Background: an optimization exercise with open tools, aiming at small area, a short achievable clock period and few clock cycles per item. Do not read the settings as production practice.
At most, simulation tests tie the RTL to the original design; equivalence was not proved.

// decimal_to_bcd
module decimal_to_bcd #(
    parameter INPUT_WIDTH = 14,
    parameter DECIMAL_DIGITS = 4
)(
    input wire clk_i,
    input wire rst_i,
    input wire start_i,
    input wire [INPUT_WIDTH-1 : 0] binary_i,
    output reg [DECIMAL_DIGITS*4-1 : 0] bcd_o,
    output reg done_o
);
For scale: about 280 cells after synthesis, ~18 flip-flops, roughly 34 I/O pins.
==> module decimal_to_bcd, before the edit <==
module decimal_to_bcd #(
    parameter INPUT_WIDTH = 14,
    parameter DECIMAL_DIGITS = 4
)(
    input wire clk_i,
    input wire rst_i,
    input wire start_i,
    input wire [INPUT_WIDTH-1 : 0] binary_i,
    output reg [DECIMAL_DIGITS*4-1 : 0] bcd_o,
    output reg done_o
);
function [3:0] dstep;
    input [2:0] q;
    input c;
    begin
        dstep[3] = (c & q[2]) | q[0];
        dstep[2] = (c & q[0] & q[1]) | (~c & ~q[0] & q[1]);
        dstep[1] = (~c & q[0]) | (c & ~q[0] & ~q[2]);
        dstep[0] = (q[0] & ~q[1]) | (~c & q[2]) | (c & ~q[0] & q[1]);
    end
endfunction
function [3:0] tobcd;
    input [2:0] q;
    input c;
    begin
        tobcd[3] = (q[0] & ~q[1]);
        tobcd[2] = q[2] | (q[0] & q[1]);
        tobcd[1] = q[1];
        tobcd[0] = c;
    end
endfunction
function [15:0] front;
    input [13:0] b;
    reg [11:0] q;
    reg [3:0] h, c, t;
    integer i, j;
    begin
        q = 12'd0;
        h = 4'd0;
        for (i = 0; i < 9; i = i + 1) begin
            c = {h[2:0], b[13 - i]};
            for (j = 0; j < 4; j = j + 1) begin
                t = dstep(q[j*3 +: 3], c[j]);
                q[j*3 +: 3] = t[2:0];
                h[j] = t[3];
            end
        end
        c = {h[2:0], b[4]};
        for (j = 0; j < 4; j = j + 1)
            front[j*4 +: 4] = {q[j*3 +: 3], c[j]};
    end
endfunction
function [15:0] back;
    input [19:0] m;
    reg [11:0] q;
    reg [3:0] h, c, t;
    integer i, j;
    begin
        for (j = 0; j < 4; j = j + 1) begin
            t = dstep(m[4 + j*4 + 1 +: 3], m[4 + j*4]);
            q[j*3 +: 3] = t[2:0];
            h[j] = t[3];
        end
        for (i = 0; i < 3; i = i + 1) begin
            c = {h[2:0], m[3 - i]};
            for (j = 0; j < 4; j = j + 1) begin
                t = dstep(q[j*3 +: 3], c[j]);
                q[j*3 +: 3] = t[2:0];
                h[j] = t[3];
            end
        end
        c = {h[2:0], m[0]};
        for (j = 0; j < 4; j = j + 1)
            back[j*4 +: 4] = tobcd(q[j*3 +: 3], c[j]);
    end
endfunction
wire [15:0] front_w = front(binary_i);
reg  [16:0] mid;
always @(posedge clk_i) begin
    mid <= {front_w[12], front_w[11], front_w[10], front_w[9], front_w[8], front_w[7], front_w[6], front_w[5], front_w[4], front_w[3], front_w[2], front_w[1], front_w[0], binary_i[3:0]};
end
always @(posedge clk_i or posedge rst_i) begin
    if (rst_i) done_o <= 1'b0;
    else       done_o <= start_i;
end
wire [19:0] midx = {1'b0, 1'b0, 1'b0, mid[16], mid[15], mid[14], mid[13], mid[12], mid[11], mid[10], mid[9], mid[8], mid[7], mid[6], mid[5], mid[4], mid[3:0]};
always @(*) bcd_o = back(midx);
endmodule
Settings: LEC_CHECK=0, ABC_AREA=1, CAP_MARGIN=20, CORE_MARGIN=2, CORE_UTILIZATION=40, SLEW_MARGIN=20; clock period 10.0 ns.
standard.sh (not shown) runs the stock make flow with config.mk's settings and CLKGATE_MAP_FILE= SYNTH_SCRIPT=/design/flow/synth_recipe.tcl, a recipe that flattens the netlist after the stock synthesis.
==> flow/flow/run.sh <==
#!/bin/bash
# Own layout flow: the standard layout (standard.sh), changed in three ways:
#  - synthesis is ORFS's own synth script (standard.sh synth) with ORFS's ABC
#    area script swapped for flow/abc_area.script; only the combinational
#    mapping changes, the registers and their names are the standard ones;
#  - the port buffers use the smallest buffer instead of the default cell;
#  - clock tree synthesis uses clkbuf_4 cells and no dummy load cell.
# Each make run writes its full output to a log file here (ORFS also keeps
# its per-step logs under orfs/logs).
set -euo pipefail
W=$(pwd)
BUF=sky130_fd_sc_hd__buf_1
CTS="-sink_clustering_enable -repair_clock_nets -dont_use_dummy_load -root_buf sky130_fd_sc_hd__clkbuf_4 -buf_list sky130_fd_sc_hd__clkbuf_4 -sink_clustering_size 30 -sink_clustering_max_diameter 500"
rm -rf "$W/scripts_mod"
cp -r "$FLOW_HOME/scripts" "$W/scripts_mod"
cp "$W/flow/abc_area.script" "$W/scripts_mod/abc_area.script"
bash standard.sh SCRIPTS_DIR="$W/scripts_mod" ABC_AREA=1 synth > "$W/synth.log" 2>&1
bash standard.sh "BUFFER_PORTS_ARGS=-buffer_cell $BUF" "CTS_ARGS=$CTS" finish > "$W/layout.log" 2>&1
==> flow/flow/abc_area.script <==
strash; balance -l; resub -K 6 -l; rewrite -l; resub -K 6 -N 2 -l; refactor -l; resub -K 8 -l; balance -l; resub -K 8 -N 2 -l; rewrite -l; resub -K 10 -l; rewrite -z -l; resub -K 10 -N 2 -l; balance -l; resub -K 12 -l; refactor -z -l; resub -K 12 -N 2 -l; rewrite -z -l; balance -l; balance -l; resub -K 6 -l; rewrite -l; resub -K 6 -N 2 -l; refactor -l; resub -K 8 -l; balance -l; resub -K 8 -N 2 -l; rewrite -l; resub -K 10 -l; rewrite -z -l; resub -K 10 -N 2 -l; balance -l; resub -K 12 -l; refactor -z -l; resub -K 12 -N 2 -l; rewrite -z -l; balance -l; dch -f; map -a; topo; stime -c
The baseline finished clean.
Then changed:
--- a/flow/design.v
+++ b/flow/design.v
@@ -13,21 +13,21 @@
 function [3:0] dstep;
     input [2:0] q;
     input c;
     begin
-        dstep[3] = (c & q[2]) | q[0];
-        dstep[2] = (c & q[0] & q[1]) | (~c & ~q[0] & q[1]);
-        dstep[1] = (~c & q[0]) | (c & ~q[0] & ~q[2]);
-        dstep[0] = (q[0] & ~q[1]) | (~c & q[2]) | (c & ~q[0] & q[1]);
+        dstep[3] = (c & q[0]) | q[1];
+        dstep[2] = (~c & q[1]) | (c & ~q[0] & ~q[1]);
+        dstep[1] = (~c & q[0]) | (q[1] & ~q[2]) | (c & ~q[1] & q[2]);
+        dstep[0] = (c & q[1] & q[2]) | (~c & ~q[1] & q[2]);
     end
 endfunction
 function [3:0] tobcd;
     input [2:0] q;
     input c;
     begin
-        tobcd[3] = (q[0] & ~q[1]);
-        tobcd[2] = q[2] | (q[0] & q[1]);
-        tobcd[1] = q[1];
+        tobcd[3] = (q[1] & ~q[2]);
+        tobcd[2] = q[0] | (q[1] & q[2]);
+        tobcd[1] = q[2];
         tobcd[0] = c;
     end
 endfunction
 function [15:0] front;
The new run finished with timing, DRC and antenna clean.
Synthesized area rises by about 4%.
Cell area came out higher by about 3.6%.
Die area grows by 3.8%.
Hold slack improves by 0.023 ns.
First-iteration DRC count came out higher by 59%.
Final cell count grows by 4.7%.
Routed wire length goes up by about 1%.
Setup slack gets worse by 0.14 ns.
Global-route usage goes down by 0.16 points.
Fmax decreases by about 2.6%.
Testbench counts after the change, summed over its fixed seeds: cycles 2,048, items 2,048.
Function not checked in the first run of this note: the RTL went through the layout flow alone.

Setup of run a:
decimal_to_bcd, a different RTL version from the one above (not shown whole).
For scale: roughly 210 cells after synthesis, roughly 18 flip-flops, about 0.0015 mm^2 of cells after synthesis.
==> module decimal_to_bcd, before the edit <==
module decimal_to_bcd #(
    parameter INPUT_WIDTH = 14,
    parameter DECIMAL_DIGITS = 4
)(
    input wire clk_i,
    input wire rst_i,
    input wire start_i,
    input wire [INPUT_WIDTH-1 : 0] binary_i,
    output reg [DECIMAL_DIGITS*4-1 : 0] bcd_o,
    output reg done_o
);
function [3:0] dstep;
    input [2:0] q;
    input c;
    begin
        dstep[3] = q[2] | (c & q[1]) | (q[0] & q[1]);
        dstep[2] = (c & q[2]) | (~c & ~q[0] & q[1]);
        dstep[1] = (c & q[0] & ~q[2]) | (~c & q[0] & ~q[1]);
        dstep[0] = q[2] | (~c & q[1]) | (c & ~q[1]);
    end
endfunction
function [3:0] tobcd;
    input [2:0] q;
    input c;
    begin
        tobcd[3] = q[2];
        tobcd[2] = q[1];
        tobcd[1] = (q[0] & ~q[2]);
        tobcd[0] = c;
    end
endfunction
function [15:0] front;
    input [13:0] b;
    reg [11:0] q;
    reg [3:0] h, c, t;
    integer i, j;
    begin
        q = 12'd0;
        h = 4'd0;
        for (i = 0; i < 9; i = i + 1) begin
            c = {h[2:0], b[13 - i]};
            for (j = 0; j < 4; j = j + 1) begin
                t = dstep(q[j*3 +: 3], c[j]);
                q[j*3 +: 3] = t[2:0];
                h[j] = t[3];
            end
        end
        c = {h[2:0], b[4]};
        for (j = 0; j < 4; j = j + 1)
            front[j*4 +: 4] = {q[j*3 +: 3], c[j]};
    end
endfunction
function [15:0] back;
    input [19:0] m;
    reg [11:0] q;
    reg [3:0] h, c, t;
    integer i, j;
    begin
        for (j = 0; j < 4; j = j + 1) begin
            t = dstep(m[4 + j*4 + 1 +: 3], m[4 + j*4]);
            q[j*3 +: 3] = t[2:0];
            h[j] = t[3];
        end
        for (i = 0; i < 3; i = i + 1) begin
            c = {h[2:0], m[3 - i]};
            for (j = 0; j < 4; j = j + 1) begin
                t = dstep(q[j*3 +: 3], c[j]);
                q[j*3 +: 3] = t[2:0];
                h[j] = t[3];
            end
        end
        c = {h[2:0], m[0]};
        for (j = 0; j < 4; j = j + 1)
            back[j*4 +: 4] = tobcd(q[j*3 +: 3], c[j]);
    end
endfunction
wire [15:0] front_w = front(binary_i);
reg  [16:0] mid;
always @(posedge clk_i) begin
    mid <= {front_w[12], front_w[11], front_w[10], front_w[9], front_w[8], front_w[7], front_w[6], front_w[5], front_w[4], front_w[3], front_w[2], front_w[1], front_w[0], binary_i[3:0]};
end
always @(posedge clk_i or posedge rst_i) begin
    if (rst_i) done_o <= 1'b0;
    else       done_o <= start_i;
end
wire [19:0] midx = {1'b0, 1'b0, 1'b0, mid[16], mid[15], mid[14], mid[13], mid[12], mid[11], mid[10], mid[9], mid[8], mid[7], mid[6], mid[5], mid[4], mid[3:0]};
always @(*) bcd_o = back(midx);
endmodule
clock: 10.0 ns
lec_check: 0
abc_area: 1
cap_margin: 20
core_margin: 2
core_utilization: 40
slew_margin: 20
==> flow/flow/abc_area.script <==
strash
&get -n
&dch -f
&nf -p -C 32 -F 8 -R 1000
&put
topo
buffer -c
upsize -c
dnsize -c
Scripts as last shown in full above: flow/flow/run.sh
Testbench counts of run a, summed over its fixed seeds: cycles 2,048, items 2,048.
Here is what was changed in the inputs of run b compared with run a.
--- a/flow/design.v
+++ b/flow/design.v
@@ -14,19 +14,19 @@
     input [2:0] q;
     input c;
     begin
-        dstep[3] = q[2] | (c & q[1]) | (q[0] & q[1]);
-        dstep[2] = (c & q[2]) | (~c & ~q[0] & q[1]);
-        dstep[1] = (c & q[0] & ~q[2]) | (~c & q[0] & ~q[1]);
-        dstep[0] = q[2] | (~c & q[1]) | (c & ~q[1]);
+        dstep[3] = (c & q[2]) | q[0];
+        dstep[2] = (c & q[0] & q[1]) | (~c & ~q[0] & q[1]);
+        dstep[1] = (~c & q[0]) | (c & ~q[0] & ~q[2]);
+        dstep[0] = (q[0] & ~q[1]) | (~c & q[2]) | (c & ~q[0] & q[1]);
     end
 endfunction
 function [3:0] tobcd;
     input [2:0] q;
     input c;
     begin
-        tobcd[3] = q[2];
-        tobcd[2] = q[1];
-        tobcd[1] = (q[0] & ~q[2]);
+        tobcd[3] = (q[0] & ~q[1]);
+        tobcd[2] = q[2] | (q[0] & q[1]);
+        tobcd[1] = q[1];
         tobcd[0] = c;
     end
 endfunction
Results
Compared with run a, in run b critical path depth climbed 5, number of instances in the placed design climbed 16, maximum frequency dropped 5.6%. Total routing resource utilization after global routing ends up lower on run b. Compared with run a, run b degrades final critical-path setup slack. Taking run a over run b, the total non-filler cell area in the finished layout ratio works out to 0.920. Worst setup path endpoint = mid[6]: run b; worst setup path endpoint = bcd_o[13]: run a. For run a, the worst setup path startpoint was mid[8], unlike run b, where it was binary_i[12].
The RTL of run b was laid out without a check of its function.

## red
The RTL this note starts from:
==> flow/design.v <==
`timescale 1ns / 1ps
module decimal_to_bcd #(
    parameter INPUT_WIDTH = 14,
    parameter DECIMAL_DIGITS = 4
)(
    input wire clk_i,
    input wire rst_i,
    input wire start_i,
    input wire [INPUT_WIDTH-1 : 0] binary_i,
    output reg [DECIMAL_DIGITS*4-1 : 0] bcd_o,
    output reg done_o
);
function [5:0] dstep;
    input [4:0] s;
    input c;
    begin
        dstep[0] = (s[0] & ~c) | (s[2] & c);
        dstep[1] = (s[0] & c)  | (s[3] & ~c);
        dstep[2] = (s[1] & ~c) | (s[3] & c);
        dstep[3] = (s[1] & c)  | (s[4] & ~c);
        dstep[4] = (s[2] & ~c) | (s[4] & c);
        dstep[5] = s[3] | s[4] | (s[2] & c);
    end
endfunction
function [3:0] tobcd;
    input [4:0] s;
    input c;
    begin
        tobcd = {s[4], s[2] | s[3], s[1] | s[3], c};
    end
endfunction
function [5:0] frombcd;
    input [3:0] d;
    begin
        frombcd[5] = d[3] | (d[2] & (d[1] | d[0]));                
        frombcd[0] = (~d[3] & ~d[2] & ~d[1] & ~d[0]) | (d[2] & ~d[1] & d[0]);   
        frombcd[1] = (~d[3] & ~d[2] & ~d[1] & d[0]) | (d[2] & d[1] & ~d[0]);    
        frombcd[2] = (~d[3] & ~d[2] & d[1] & ~d[0]) | (d[2] & d[1] & d[0]);     
        frombcd[3] = (~d[2] & d[1] & d[0]) | (d[3] & ~d[0]);                    
        frombcd[4] = (d[2] & ~d[1] & ~d[0]) | (d[3] & d[0]);                    
    end
endfunction
reg  [4:0]  fs [0:3];
reg  [3:0]  fh;
reg  [5:0]  t;
reg  [15:0] front_bcd;
reg  [16:0] mid;
wire [17:0] midp = {{1{1'b0}}, mid};
reg  [4:0]  bs [0:3];
reg  [3:0]  bh;
integer i, j;
always @(*) begin
    for (j = 0; j < 4; j = j + 1) begin
        fs[j] = 5'b00001;
        fh[j] = 1'b0;
    end
    for (i = 0; i < 11; i = i + 1) begin
        for (j = 3; j >= 0; j = j - 1) begin
            t = dstep(fs[j], (j == 0) ? binary_i[13 - i] : fh[j-1]);
            fs[j] = t[4:0];
            fh[j] = t[5];
        end
    end
    front_bcd[3:0] = tobcd(fs[0], binary_i[2]);
    for (j = 1; j < 4; j = j + 1)
        front_bcd[j*4 +: 4] = tobcd(fs[j], fh[j-1]);
end
always @(posedge clk_i) begin
    mid <= {front_bcd[14:0], binary_i[1:0]};
end
always @(posedge clk_i or posedge rst_i) begin
    if (rst_i) done_o <= 1'b0;
    else       done_o <= start_i;
end
always @(*) begin
    for (j = 0; j < 4; j = j + 1) begin
        t = frombcd(midp[2 + j*4 +: 4]);
        bs[j] = t[4:0];
        bh[j] = t[5];
    end
    for (i = 0; i < 1; i = i + 1) begin
        for (j = 3; j >= 0; j = j - 1) begin
            t = dstep(bs[j], (j == 0) ? mid[1 - i] : bh[j-1]);
            bs[j] = t[4:0];
            bh[j] = t[5];
        end
    end
    bcd_o[3:0] = tobcd(bs[0], mid[0]);
    for (j = 1; j < 4; j = j + 1)
        bcd_o[j*4 +: 4] = tobcd(bs[j], bh[j-1]);
end
endmodule
Settings: LEC_CHECK=0, ABC_AREA=1, CAP_MARGIN=20, CORE_MARGIN=2, CORE_UTILIZATION=40, SLEW_MARGIN=20; clock period 10.0 ns.
==> flow/flow/run.sh <==
#!/bin/bash
# Own layout flow: the standard layout (standard.sh) with
#  - synthesis run through ORFS's own synth script, but with the ABC area
#    script replaced by flow/abc_area.script (combinational mapping only;
#    registers and their names are the standard synthesis's),
#  - the port buffers made from a fast small buffer instead of the default,
set -euo pipefail
W=$(pwd)
BUF=${BUF:-sky130_fd_sc_hd__buf_2}
MARGIN=${MARGIN:-0}
CTS="-sink_clustering_enable -repair_clock_nets -dont_use_dummy_load -sink_clustering_size 30 -sink_clustering_max_diameter 200"
rm -rf "$W/scripts_mod"
cp -r "$FLOW_HOME/scripts" "$W/scripts_mod"
cp "$W/flow/abc_area.script" "$W/scripts_mod/abc_area.script"
bash standard.sh SCRIPTS_DIR="$W/scripts_mod" ABC_AREA=1 synth > "$W/synth.log" 2>&1
bash standard.sh "BUFFER_PORTS_ARGS=-buffer_cell $BUF" "CTS_ARGS=$CTS" SETUP_SLACK_MARGIN=$MARGIN finish > "$W/layout.log" 2>&1
==> flow/flow/abc_area.script <==
strash
balance -l
resub -K 6 -l
rewrite -l
resub -K 6 -N 2 -l
refactor -l
resub -K 8 -l
balance -l
resub -K 8 -N 2 -l
rewrite -l
resub -K 10 -l
rewrite -z -l
resub -K 10 -N 2 -l
balance -l
resub -K 12 -l
refactor -z -l
resub -K 12 -N 2 -l
rewrite -z -l
balance -l
dch -f
map -B 0.9
topo
buffer -c
upsize -c
dnsize -c
diff inputs: red => blue
--- a/flow/design.v
+++ b/flow/design.v
@@ -44,44 +44,44 @@
 reg  [3:0]  fh;
 reg  [5:0]  t;
 reg  [15:0] front_bcd;
 reg  [16:0] mid;
-wire [17:0] midp = {{1{1'b0}}, mid};
+wire [18:0] midp = {{2{1'b0}}, mid};
 reg  [4:0]  bs [0:3];
 reg  [3:0]  bh;
 integer i, j;
 always @(*) begin
     for (j = 0; j < 4; j = j + 1) begin
         fs[j] = 5'b00001;
         fh[j] = 1'b0;
     end
-    for (i = 0; i < 11; i = i + 1) begin
+    for (i = 0; i < 10; i = i + 1) begin
         for (j = 3; j >= 0; j = j - 1) begin
             t = dstep(fs[j], (j == 0) ? binary_i[13 - i] : fh[j-1]);
             fs[j] = t[4:0];
             fh[j] = t[5];
         end
     end
-    front_bcd[3:0] = tobcd(fs[0], binary_i[2]);
+    front_bcd[3:0] = tobcd(fs[0], binary_i[3]);
     for (j = 1; j < 4; j = j + 1)
         front_bcd[j*4 +: 4] = tobcd(fs[j], fh[j-1]);
 end
 always @(posedge clk_i) begin
-    mid <= {front_bcd[14:0], binary_i[1:0]};
+    mid <= {front_bcd[13:0], binary_i[2:0]};
 end
 always @(posedge clk_i or posedge rst_i) begin
     if (rst_i) done_o <= 1'b0;
     else       done_o <= start_i;
 end
 always @(*) begin
     for (j = 0; j < 4; j = j + 1) begin
-        t = frombcd(midp[2 + j*4 +: 4]);
+        t = frombcd(midp[3 + j*4 +: 4]);
         bs[j] = t[4:0];
         bh[j] = t[5];
     end
-    for (i = 0; i < 1; i = i + 1) begin
+    for (i = 0; i < 2; i = i + 1) begin
         for (j = 3; j >= 0; j = j - 1) begin
-            t = dstep(bs[j], (j == 0) ? mid[1 - i] : bh[j-1]);
+            t = dstep(bs[j], (j == 0) ? mid[2 - i] : bh[j-1]);
             bs[j] = t[4:0];
             bh[j] = t[5];
         end
     end
### Flow results
Between red and blue, the setup clock skew after layout figures differ only marginally. red has a lower filler cell count in the final layout than blue. Fmax (blue over red): increase, about 2%. The type of the worst setup path comes out reg -> out in one run and in -> reg in the other, namely in blue and red respectively. blue has completed all stages; timing, DRC and antenna checks passed. Of blue and red, the higher sequential portion of the cell area belongs to blue. blue and red ended up with nearly the same gate count after technology mapping. Worst setup slack was higher in the run labelled blue. Sort blue and red by critical path depth, ascending, and blue comes first. Global-route track usage on met3 for blue is lower than for red. The run showing the greater multi-input logic cell count is blue. Final cell area excluding filler cells (blue vs. red) decreases slightly. Layout-stage area growth over the synthesis result was higher in blue than in red.
No functional check of the RTL was part of any run of this note.

[re-timing with driven ports]
How much do the figures lean on ideal ports? The routed layouts below were timed once more, with nothing changed but the port constraints. Step 1 assumes that a clkbuf_16 drives the clock port and a buf_2 every other input. Step 2 also shifts input and output timing later by t, the mid clock arrival at the registers, as if the neighbouring blocks saw the same clock. Slacks: ideal ports / drivers / drivers and shift; pairs: ideal ports / drivers.
run	t (ns)	setup WS [ns]	pins driven straight from the clock port
the first run of note 1	0.301	4.883 / 4.884 / 4.583	1
the second run of note 1	0.296	4.745 / 4.748 / 4.452	1
run a	0.301	5.490 / 5.469 / 5.676	1
run b	0.295	5.223 / 5.223 / 4.928	1
red	0.272	5.932 / 5.939 / 5.668	1
blue	0.269	6.009 / 5.984 / 5.932	1
After both steps every run listed still meets setup and hold. For the first run of note 1, which loses most, drivers alone change the setup slack by +0.001 ns; drivers and shift together by -0.300 ns.
